Background: an optimization exercise with open tools, aiming at small area and a short achievable clock period. Do not read the settings as production practice.
In this exercise RTL edits were held to simulation tests only and were not proved equivalent to the original.
Power figures rest on the tool's default switching activity, not on a simulated workload.

<file path="design/flow/run.sh">
#!/bin/bash
# synth_recipe.tcl (not shown) runs the flow's synth.tcl, then flattens the netlist and writes it again
# the make line also repeats each setting of config.mk as NAME=value (left out here)
make -C /OpenROAD-flow-scripts/flow DESIGN_CONFIG=/design/flow/config.mk WORK_HOME=/design/flow/orfs CLKGATE_MAP_FILE= SYNTH_SCRIPT=/design/flow/synth_recipe.tcl finish
</file>
<file path="design/flow/config.mk">
export PLATFORM = sky130hd
export DESIGN_NAME = swt16_top
export DESIGN_NICKNAME = swt16_top
export VERILOG_FILES = /design/flow/design.v
export SDC_FILE = /design/flow/constraint.sdc
export NUM_CORES = 4
export LEC_CHECK = 0
export CAP_MARGIN = 20
export CORE_MARGIN = 2
export CORE_UTILIZATION = 40
export SLEW_MARGIN = 20
</file>
<file path="design/flow/constraint.sdc">
create_clock -name core_clock -period 10.5 [get_ports {clock}]
set_input_delay 2.1000 -clock core_clock [delete_from_list [all_inputs] [get_ports {clock}]]
set_output_delay 2.1000 -clock core_clock [all_outputs]
set_load 0.01 [all_outputs]
</file>
<file path="design/flow/design.v">
module swt16_top (
    input             clock,
    input             reset,
    output     [11:0] out_pmem_addr,
    input      [15:0] in_pmem_word,
    output     [11:0] out_dmem_rd_addr,
    input      [15:0] in_dmem_rd_word,
    output     [11:0] out_dmem_wr_addr,
    output     [15:0] out_dmem_wr_word,
    output            out_dmem_write_en,
    output            out_nop_in_WB
);
    reg [11:0] f_pc;         
    reg        f_bub;        
    reg [15:0] f_iw;         
    reg        f_stl;        
    reg [15:0] d_iw;         
    reg [15:0] d_imm;        
    reg [11:0] d_pc;         
    reg        d_cyc;        
    reg        d_flush;
    reg        d_bub;
    reg [15:0] e_a, e_b, e_c;
    reg        e_add, e_neg, e_mul, e_sll, e_srl, e_sra, e_and, e_or, e_xor;
    reg        e_beq, e_bgt, e_blt, e_br1, e_jmp;
    reg        e_ldw, e_ldbs, e_ldbu, e_stw, e_stb, e_wr, e_vex, e_vmem;
    reg [3:0]  e_rd;
    reg        e_flush, e_nop, e_c0;
    reg [15:0] m_res;
    reg [3:0]  m_rd;
    reg        m_wr, m_vmem, m_ldw, m_ldbs, m_ldbu, m_a0, m_nop;
    wire [255:0] rf_flat;
    wire [15:0] b_eff = e_b ^ {16{e_neg}};
    wire [15:0] sum   = e_a + b_eff + {15'd0, e_neg};
    wire        sum_z = (sum == 16'd0);
    wire        sum_n = sum[15];
    wire c0 = (e_beq & sum_z) | (e_bgt & ~sum_n & ~sum_z) | (e_blt & sum_n);
    wire set_pc   = ~e_flush & (e_jmp | (e_br1 & e_c0));
    wire flush_dx = set_pc;
    wire flush_if = set_pc | (~e_flush & c0);
    wire [15:0] prod = e_a * e_b;
    function [15:0] rev16(input [15:0] x);
        integer k;
        for (k = 0; k < 16; k = k + 1) rev16[k] = x[15-k];
    endfunction
    wire        sh_fill = e_sra & e_a[15];
    wire [15:0] sh_x    = e_sll ? rev16(e_a) : e_a;
    wire        sh_big  = |e_b[15:4];
    wire [31:0] sh_w    = {{16{sh_fill}}, sh_x} >> e_b[3:0];
    wire [15:0] sh_y    = sh_big ? {16{sh_fill}} : sh_w[15:0];
    wire [15:0] sh_res  = e_sll ? rev16(sh_y) : sh_y;
    wire s_add = e_add & ~e_flush & ~e_jmp;
    wire s_mul = e_mul & ~e_flush;
    wire s_shf = (e_sll | e_srl | e_sra) & ~e_flush;
    wire s_and = e_and & ~e_flush;
    wire s_or  = e_or  & ~e_flush;
    wire s_xor = e_xor & ~e_flush;
    wire [15:0] e_res = ({16{s_add}} & sum)
                      | ({16{s_mul}} & prod)
                      | ({16{s_shf}} & sh_res)
                      | ({16{s_and}} & (e_a & e_b))
                      | ({16{s_or}}  & (e_a | e_b))
                      | ({16{s_xor}} & (e_a ^ e_b))
                      | ({16{e_jmp}} & e_c);
    wire        e_ld  = e_ldw | e_ldbs | e_ldbu;
    wire        e_st  = e_stw | e_stb;
    wire [3:0]  e_rdx = e_flush ? 4'd0 : e_rd;
    assign out_dmem_rd_addr  = (~e_flush & e_ld) ? sum[11:0] : 12'd0;
    assign out_dmem_wr_addr  = (~e_flush & e_st) ? sum[11:0] : 12'd0;
    assign out_dmem_wr_word  = e_st ? e_c : 16'd0;
    assign out_dmem_write_en = e_stw & ~e_flush;
    wire        m_ld = m_ldw | m_ldbs | m_ldbu;
    wire [15:0] m_ldval = m_ldw ? in_dmem_rd_word
                        : {{8{m_ldbs & in_dmem_rd_word[7]}},
                           (m_a0 ? in_dmem_rd_word[15:8] : in_dmem_rd_word[7:0])};
    wire [15:0] m_out = m_ld ? m_ldval : m_res;
    assign out_nop_in_WB = m_nop;
    wire [3:0] opc  = d_iw[3:0];
    wire [3:0] f_rd = d_iw[7:4];
    wire [3:0] rs1  = d_iw[11:8];
    wire [3:0] f_hi = d_iw[15:12];
    wire       isU  = (opc == 4'b0001);
    wire       isJ  = (opc == 4'b0010);
    wire       isS  = (opc == 4'b0011);
    wire       isR  = (opc >= 4'b0110) && (opc <= 4'b1110);
    wire [3:0] rs2  = isU ? f_rd : f_hi;
    wire       used1 = isS | isR | isJ;
    wire       used2 = isS | isR;
    wire [15:0] rf1 = rf_flat[rs1*16 +: 16];
    wire [15:0] rf2 = rf_flat[rs2*16 +: 16];
    wire eq1E = (rs1 == e_rdx);
    wire eq2E = (rs2 == e_rdx);
    wire hitE1 = eq1E & e_vex;
    wire hitE2 = eq2E & e_vex;
    wire hitM1 = (rs1 == m_rd) & m_vmem;
    wire hitM2 = (rs2 == m_rd) & m_vmem;
    wire [15:0] s1 = hitE1 ? e_res : hitM1 ? m_out : rf1;
    wire [15:0] s2 = hitE2 ? e_res : hitM2 ? m_out : rf2;
    wire stall1 = eq1E & ~e_vex & ~hitM1 & m_vmem & ~d_cyc & used1;
    wire stall2 = eq2E & ~e_vex & ~hitM2 & m_vmem & ~d_cyc & used2;
    wire stall  = stall1 | stall2;
    wire kill   = d_flush | stall;
    wire c1 = d_cyc;
    wire u_jal  = isU & (d_iw[11:8] == 4'b0000);
    wire u_inc  = isU & (d_iw[11:8] == 4'b0001);
    wire u_incl = isU & (d_iw[11:8] == 4'b0010);
    wire u_li   = isU & (d_iw[11:8] == 4'b0011);
    wire u_lil  = isU & (d_iw[11:8] == 4'b0100);
    wire u_apci = isU & (d_iw[11:8] == 4'b0101);
    wire s_br   = isS & (d_iw[7:6] == 2'b00);
    wire s_beq  = isS & (d_iw[7:4] == 4'b0000);
    wire s_bne  = isS & (d_iw[7:4] == 4'b0001);
    wire s_bge  = isS & (d_iw[7:4] == 4'b0010);
    wire s_blt  = isS & (d_iw[7:4] == 4'b0011);
    wire s_sth  = isS & (d_iw[7:4] == 4'b0100);
    wire s_sho  = isS & (d_iw[7:4] == 4'b0101);
    wire s_sb   = isS & (d_iw[7:4] == 4'b0110);
    wire s_sbo  = isS & (d_iw[7:4] == 4'b0111);
    wire j_jalr = isJ & (f_hi == 4'b0001);
    wire j_lh   = isJ & (f_hi == 4'b0010);
    wire j_lho  = isJ & (f_hi == 4'b0011);
    wire j_apc  = isJ & (f_hi == 4'b0100);
    wire j_lb   = isJ & (f_hi == 4'b0101);
    wire j_lbo  = isJ & (f_hi == 4'b0110);
    wire j_lbu  = isJ & (f_hi == 4'b0111);
    wire j_lbuo = isJ & (f_hi == 4'b1000);
    wire r_add  = (opc == 4'b0110);
    wire r_sub  = (opc == 4'b0111);
    wire r_mul  = (opc == 4'b1000);
    wire r_sll  = (opc == 4'b1001);
    wire r_srl  = (opc == 4'b1010);
    wire r_sra  = (opc == 4'b1011);
    wire r_and  = (opc == 4'b1100);
    wire r_or   = (opc == 4'b1101);
    wire r_xor  = (opc == 4'b1110);
    wire two    = u_jal | u_inc | u_li | u_apci | s_br | s_sho | s_sbo | j_lho | j_lbo | j_lbuo;
    wire cyc_next = ~kill & ~c1 & two;
    wire o_jal  = u_jal  & c1;
    wire o_inc  = u_inc  & c1;
    wire o_li   = u_li   & c1;
    wire o_apci = u_apci & c1;
    wire o_br0  = s_br   & ~c1;
    wire o_br1  = s_br   & c1;
    wire o_sho  = s_sho  & c1;
    wire o_sbo  = s_sbo  & c1;
    wire o_lho  = j_lho  & c1;
    wire o_lbo  = j_lbo  & c1;
    wire o_lbuo = j_lbuo & c1;
    wire o_ldw  = j_lh | o_lho;
    wire o_ldbs = j_lb | o_lbo;
    wire o_ldbu = j_lbu | o_lbuo;
    wire o_ld   = o_ldw | o_ldbs | o_ldbu;
    wire o_stw  = s_sth | o_sho;
    wire o_stb  = s_sb | o_sbo;
    wire o_jmp  = o_jal | j_jalr;
    wire o_rop  = r_add | r_sub | r_mul | r_sll | r_srl | r_sra | r_and | r_or | r_xor;
    wire o_addu = o_inc | u_incl | o_li | u_lil | o_apci | j_apc;     
    wire o_add  = o_addu | r_add | r_sub | o_br0 | o_br1 | o_stw | o_stb | o_jmp | o_ld;
    wire o_wr   = o_addu | o_rop | o_jmp | o_ld;
    wire o_vex  = o_addu | o_rop;
    wire o_vmem = o_addu | o_rop | o_ld;
    wire a_s1   = o_br0 | o_lho | o_lbo | o_lbuo | j_apc | o_rop;
    wire a_imm  = o_inc | o_br1 | o_sho | o_sbo;
    wire a_immA = u_incl;
    wire a_pc   = o_apci;
    wire b_s2   = o_inc | u_incl | o_br0 | o_stw | o_stb | o_rop;
    wire b_imm  = o_jal | o_li | o_apci | o_lho | o_lbo | o_lbuo;
    wire b_s1   = j_jalr | j_lh | j_lb | j_lbu;
    wire b_immA = u_lil;
    wire b_pc   = o_br1 | j_apc;
    wire c_s1   = o_stw | o_stb;
    wire [3:0]  immA = d_iw[15:12];
    wire [11:0] link = c1 ? f_pc : d_pc + 12'd2;
    wire [15:0] a_nx = ({16{a_s1}}   & s1)
                     | ({16{a_imm}}  & d_imm)
                     | ({16{a_immA}} & {{12{immA[3]}}, immA})
                     | ({16{a_pc}}   & {4'd0, d_pc});
    wire [15:0] b_nx = ({16{b_s2}}   & s2)
                     | ({16{b_imm}}  & d_imm)
                     | ({16{b_s1}}   & s1)
                     | ({16{b_immA}} & {12'd0, immA})
                     | ({16{b_pc}}   & {4'd0, d_pc});
    wire [15:0] c_nx = ({16{c_s1}}   & s1)
                     | ({16{o_jmp}}  & {4'd0, link});
    wire [11:0] pc_next = stall ? f_pc : set_pc ? sum[11:0] : f_pc + 12'd2;
    assign out_pmem_addr = pc_next;
    wire [15:0] f_out   = flush_if ? 16'd0 : stall ? f_iw : in_pmem_word;
    always @(posedge clock or posedge reset) begin
        if (reset) begin
            f_pc    <= 12'hFFE;
            f_bub   <= 1'b0;
            f_iw    <= 16'd0;
            f_stl   <= 1'b0;
            d_iw    <= 16'd0;
            d_imm   <= 16'd0;
            d_pc    <= 12'd0;
            d_cyc   <= 1'b0;
            d_flush <= 1'b0;
            d_bub   <= 1'b0;
        end else begin
            f_pc    <= pc_next;
            f_bub   <= flush_if;
            f_iw    <= in_pmem_word;
            f_stl   <= stall;
            d_iw    <= cyc_next ? d_iw : f_out;
            d_imm   <= f_out;
            d_pc    <= (cyc_next | (stall & ~f_stl)) ? d_pc : f_pc;
            d_cyc   <= cyc_next;
            d_flush <= flush_dx;
            d_bub   <= f_bub;
        end
    end
    always @(posedge clock or posedge reset) begin
        if (reset) begin
            e_a <= 16'd0; e_b <= 16'd0; e_c <= 16'd0;
            e_add <= 1'b0; e_neg <= 1'b0; e_mul <= 1'b0; e_sll <= 1'b0; e_srl <= 1'b0;
            e_sra <= 1'b0; e_and <= 1'b0; e_or <= 1'b0; e_xor <= 1'b0;
            e_beq <= 1'b0; e_bgt <= 1'b0; e_blt <= 1'b0; e_br1 <= 1'b0; e_jmp <= 1'b0;
            e_ldw <= 1'b0; e_ldbs <= 1'b0; e_ldbu <= 1'b0; e_stw <= 1'b0; e_stb <= 1'b0;
            e_wr <= 1'b0; e_vex <= 1'b0; e_vmem <= 1'b0;
            e_rd <= 4'd0;
            e_flush <= 1'b0; e_nop <= 1'b1; e_c0 <= 1'b0;
        end else begin
            e_a    <= kill ? 16'd0 : a_nx;
            e_b    <= kill ? 16'd0 : b_nx;
            e_c    <= kill ? 16'd0 : c_nx;
            e_add  <= ~kill & o_add;
            e_neg  <= ~kill & (r_sub | o_br0);
            e_mul  <= ~kill & r_mul;
            e_sll  <= ~kill & r_sll;
            e_srl  <= ~kill & r_srl;
            e_sra  <= ~kill & r_sra;
            e_and  <= ~kill & r_and;
            e_or   <= ~kill & r_or;
            e_xor  <= ~kill & r_xor;
            e_beq  <= ~kill & o_br0 & (s_beq | s_bge);
            e_bgt  <= ~kill & o_br0 & (s_bne | s_bge);
            e_blt  <= ~kill & o_br0 & (s_bne | s_blt);
            e_br1  <= ~kill & o_br1;
            e_jmp  <= ~kill & o_jmp;
            e_ldw  <= ~kill & o_ldw;
            e_ldbs <= ~kill & o_ldbs;
            e_ldbu <= ~kill & o_ldbu;
            e_stw  <= ~kill & o_stw;
            e_stb  <= ~kill & o_stb;
            e_wr   <= ~kill & o_wr;
            e_vex  <= ~kill & o_vex;
            e_vmem <= ~kill & o_vmem;
            e_rd   <= f_rd;
            e_flush <= flush_dx;
            e_nop  <= (d_imm == 16'd0) & ~stall & ~d_flush & ~d_bub & ~d_cyc;
            e_c0   <= ~e_flush & c0;
        end
    end
    always @(posedge clock or posedge reset) begin
        if (reset) begin
            m_res <= 16'd0; m_rd <= 4'd0;
            m_wr <= 1'b0; m_vmem <= 1'b0; m_ldw <= 1'b0; m_ldbs <= 1'b0; m_ldbu <= 1'b0;
            m_a0 <= 1'b0; m_nop <= 1'b1;
        end else begin
            m_res  <= e_res;
            m_rd   <= e_rdx;
            m_wr   <= e_wr & ~e_flush;
            m_vmem <= e_vmem;
            m_ldw  <= e_ldw  & ~e_flush;
            m_ldbs <= e_ldbs & ~e_flush;
            m_ldbu <= e_ldbu & ~e_flush;
            m_a0   <= sum[0];
            m_nop  <= e_nop & ~e_flush;
        end
    end
    assign rf_flat[15:0] = 16'd0;
    genvar g;
    generate
        for (g = 1; g < 16; g = g + 1) begin : regs
            reg [15:0] q;
            always @(posedge clock or posedge reset) begin
                if (reset)
                    q <= 16'd0;
                else if (m_wr && m_rd == g)
                    q <= m_out;
            end
            assign rf_flat[g*16 +: 16] = q;
        end
    endgenerate
endmodule
</file>
==> metrics.log <==
[metrics] Tightest Pin Transition: 1.02 ns
[metrics] vias in the first global route: 23900
[metrics] cell-by-cell listing of the critical path: nor4b_4 -> mux2i_4 -> buf_4 -> xnor2_1 -> nor2_1 -> and4_4 -> nor3_4 -> o21a_2 -> buf_4 -> nand2b_1 -> a21oi_1 -> clkdlybuf4s50_1
[metrics] remaining antenna violation count after routing: 0
[metrics] number of buffers inserted to repair setup after CTS: 0
[metrics] startpoint class of the critical path: flip-flop
[metrics] number of design-rule violations left by the first detailed-router iteration: 2905
[metrics] primary flip-flop cell chosen by synthesis mapping: dfrtp_1
[metrics] Bufs on Longest Clock Path: 3
[metrics] HP Start: f_bub
[metrics] data required time at the worst endpoint: 8.40 ns
[metrics] final non-filler cell area: 31800 sq um
[metrics] sequential element share of the synthesized area: 36.9%
[metrics] clock root buffer: clkbuf_16
[metrics] num ports: 88
[metrics] cell mode on critical path: buf_4
[metrics] post-route worst setup slack: 3.40 ns
[metrics] crit-path max FO: 41
[metrics] Synth Instances: 3252
[metrics] post-route clock skew: 0.0316 ns
[metrics] Starting Density: 40.6%
[metrics] classification of the worst-slack hold path: flip-flop to flip-flop
[metrics] clock period minus worst slack: 7.10 ns
[metrics] relative slew slack: 31.8%
[metrics] global-route wire length before repair: 154000 um
[metrics] cell area reported after detailed placement: 30300 sq um
[metrics] proportion of netlist area held by the largest area contributor: 35.7%
[metrics] TritonCTS sink count: 420
[metrics] global route hottest layer: met2
[metrics] clock-pin slew on the worst setup and hold paths: 0.06 ns
[metrics] largest cells by area after synthesis: dfrtp_1, nand2_1, mux4_2
[metrics] Worst path max stage delay: 0.82 ns
[metrics] Switching Share: 47.5%
[metrics] Num CTS Buffers: 46
[metrics] average via count per standard cell: 5.88
[metrics] final hold viol count: 0
[metrics] Worst Setup SP: d_iw[2]
[metrics] 1st-pass router iterations: 6
[metrics] share of the clock period used by the worst path: 67.6%
[metrics] achievable frequency: 141 MHz
[metrics] largest net degree at the start of global routing: 161
[metrics] Post-Synthesis Mean Instance Area: 8.78 sq um
[metrics] RSZ-0062 raised after global routing: no
[metrics] final number of setup-violating endpoints: 0
[metrics] met2 layer usage reported by global route: 43.6%
[metrics] global-route met1 utilization: 38.3%
[metrics] Core Region: 70400 sq um
[metrics] number of antenna cells inserted: 0
[metrics] global-route met3 utilization: 3.62%
[metrics] floorplan die area: 73500 sq um
[metrics] result of the run: no timing/DRC/antenna violations
[metrics] Post-synth EDFFs: 0
[metrics] most used standard cells in the synthesized netlist: nand2_1, dfrtp_1, o21ai_0, nor2_1, clkbuf_1
[metrics] final setup TNS: 0 ns
[metrics] Routability Congestion: 0.986
[metrics] crit path kind: flip-flop to output port
[metrics] gr usage total: 27.2%
[metrics] average routed wire per standard cell: 24.0 um
[metrics] post_cts resized: 0
[metrics] Vert. Die Dim: 271 um
[metrics] worst endpoint data arrival time: 5.00 ns
[metrics] share of cells above drive strength 1: 9.28%
[metrics] TritonCTS clock tree: built
[metrics] standard-cell rows: 97
[metrics] net switching power of the design: 4.58 mW
[metrics] cell with the largest stage delay on the worst path: nor4b_4
[metrics] Reg2Reg Launch Point: e_b[1]
[metrics] die extent in x: 271 um
[metrics] initial antenna violation count: 0
[metrics] Hold-fix buffers, CTS: 0
[metrics] total nets after synthesis: 3464
[metrics] clock latency of the later-clocked register in the worst-skew pair: 0.61 ns
[metrics] IO buf count: 87
[metrics] GR Overflow Total: 0
[metrics] layout-stage area growth over the synthesis result: 11.4%
[metrics] number of levels the H-tree was split into: 2
[metrics] FF+latch count, synth: 420
[metrics] fraction of registers with async set or reset after synthesis: 100%
[metrics] number of synthesis warnings: 1
[metrics] Clk pwr share: 16.8%
[metrics] number of buffers and inverters on the critical path: 3
[metrics] power share of the combinational group: 53.1%
[metrics] Int Pwr: 5.06 mW
[metrics] Net count, final: 3429
[metrics] total number of vias: 24700
[metrics] Critical Path End Type: output port
[metrics] largest area contributor in the synthesized netlist: dfrtp_1
[metrics] worst slack after detailed placement: 3.69 ns
[metrics] # DRC: 0
[metrics] overall power: 9.65 mW
[metrics] cell with the most instances after synthesis: nand2_1
[metrics] Crit path max-delay family: simple AND/OR/NAND/NOR gates
[metrics] count of maximum capacitance violations: 0
[metrics] Leak: 13.6 nW
[metrics] final number of max-transition violations: 0
[metrics] total standard cell area after synthesis: 28600 sq um
[metrics] HPWL after detailed placement: 71100 um
[metrics] final routed wirelength across all metal layers: 101000 um
[metrics] Power Density: 303 nW/um^2
[metrics] Max IR drop VDD: 0.276 mV
[metrics] part of the total power dissipated in sequential elements: 30.1%
[metrics] number of distinct standard cells referenced by the synthesized netlist: 89
[power by group through the flow]
stage,logic [mW],registers (mW),clock network (mW)
3_5_place_dp,5.03,2.89,0
2_1_floorplan,3.53,2.59,0
3_3_place_gp,4.98,2.88,0
4_1_cts,5.05,2.87,1.65
5_1_grt,5.61,2.97,1.71
6_report,5.12,2.90,1.62
[logic make-up after synthesis]
group | Yosys count | synth area share [%]
mux | 173 | 9.82
xor+xnor | 86 | 2.64
compound gates | 804 | 17.2
buf+inv | 420 | 5.80
fa+ha+maj | 178 | 9.93
simple gates | 1171 | 17.7
flops | 420 | 36.9
[cell type report]
type                       count  area, sq um
timing repair buffer         159         1480
clock buffer                  66         1340
inverter                     178          672
multi-input combinational   2412        16400
tap                          940         1180
sequential                   420        10500
clock inverter                18          163
fill                        6908        38600
[registers in the layout, indices dropped and copies added (netlist names), 4 cells and up]
register,count
d_imm,16
d_iw,16
e_rd,4
f_pc,12
m_rd,4
f_iw,16
e_a,16
e_b,16
regs.q,240
e_c,16
d_pc,12
m_res,16
[through the flow]
stage	cells	hold WS, ns	utilization [%]
after global routing	4193	0.357	45.2
after detailed placement	4108	0.335	43.0
after CTS	4192	0.349	45.1
final	4193	0.348	45.2
after floorplan	3252	0.331	-
after global placement	4107	0.334	43.0
[routing by layer]
layer  routed length, um  vias up
met2               46600     1080
met4                3260        0
met1               43700    12200
met3                7300      187
met5                   0        -
li1                    -    11200
[layout by cell type, fill, tap and decap left out, types with 17 or more instances in the layout]
| cell | n |
|---|---|
| o22ai_1 | 27 |
| fa_1 | 81 |
| mux4_2 | 82 |
| clkbuf_16 | 46 |
| clkdlybuf4s50_1 | 87 |
| nor2_1 | 252 |
| nor3_1 | 40 |
| o211ai_1 | 19 |
| xnor2_1 | 49 |
| o21ai_1 | 17 |
| a311oi_1 | 32 |
| nand2b_1 | 20 |
| inv_1 | 170 |
| a21oi_1 | 161 |
| o21ai_0 | 338 |
| nand2_1 | 628 |
| mux2i_1 | 63 |
| a221oi_1 | 28 |
| a31oi_1 | 27 |
| nor2b_1 | 35 |
| and3_1 | 47 |
| dfrtp_1 | 405 |
| a22oi_1 | 17 |
| nand3_1 | 70 |
| ha_1 | 97 |
| buf_4 | 67 |
| xor2_1 | 37 |
[final timing paths]
kind                       depth (start not counted)                to  slack, ns
max                                               12  out_pmem_addr[7]       3.40
min                                                0             d_bub       0.35
max reg2reg                                       22           e_a[13]       3.59
min reg2reg                                        0             d_bub       0.35
max in group asynchronous                          4           d_iw[9]       7.01
min in group asynchronous                          2     regs[10].q[0]       1.85

-- separate check: timing with driven ports --
The flow's constraints put no driver on any port. The routed layout listed below was extracted and timed again, unchanged, in two steps.
Step 1: set_driving_cell puts a clkbuf_16 on clock and a buf_2 on each other input, an assumption about the parent block.
Step 2 times the ports against the registers' clock, not the clock port: input delays grow and output delays shrink by t, the midpoint of the rising clock arrivals with the driver on.
Three values: ideal, step 1, step 2; two values: the first two.
t, ns: 0.651
slack for setup (ns): 3.403 / 3.340 / 3.592
worst setup path after step 2: register to register
clock arrival spread, ns: 0.034 / 0.033
After both steps this run still meets setup and hold. For this run, drivers alone change the setup slack by -0.063 ns; drivers and shift together by +0.189 ns.
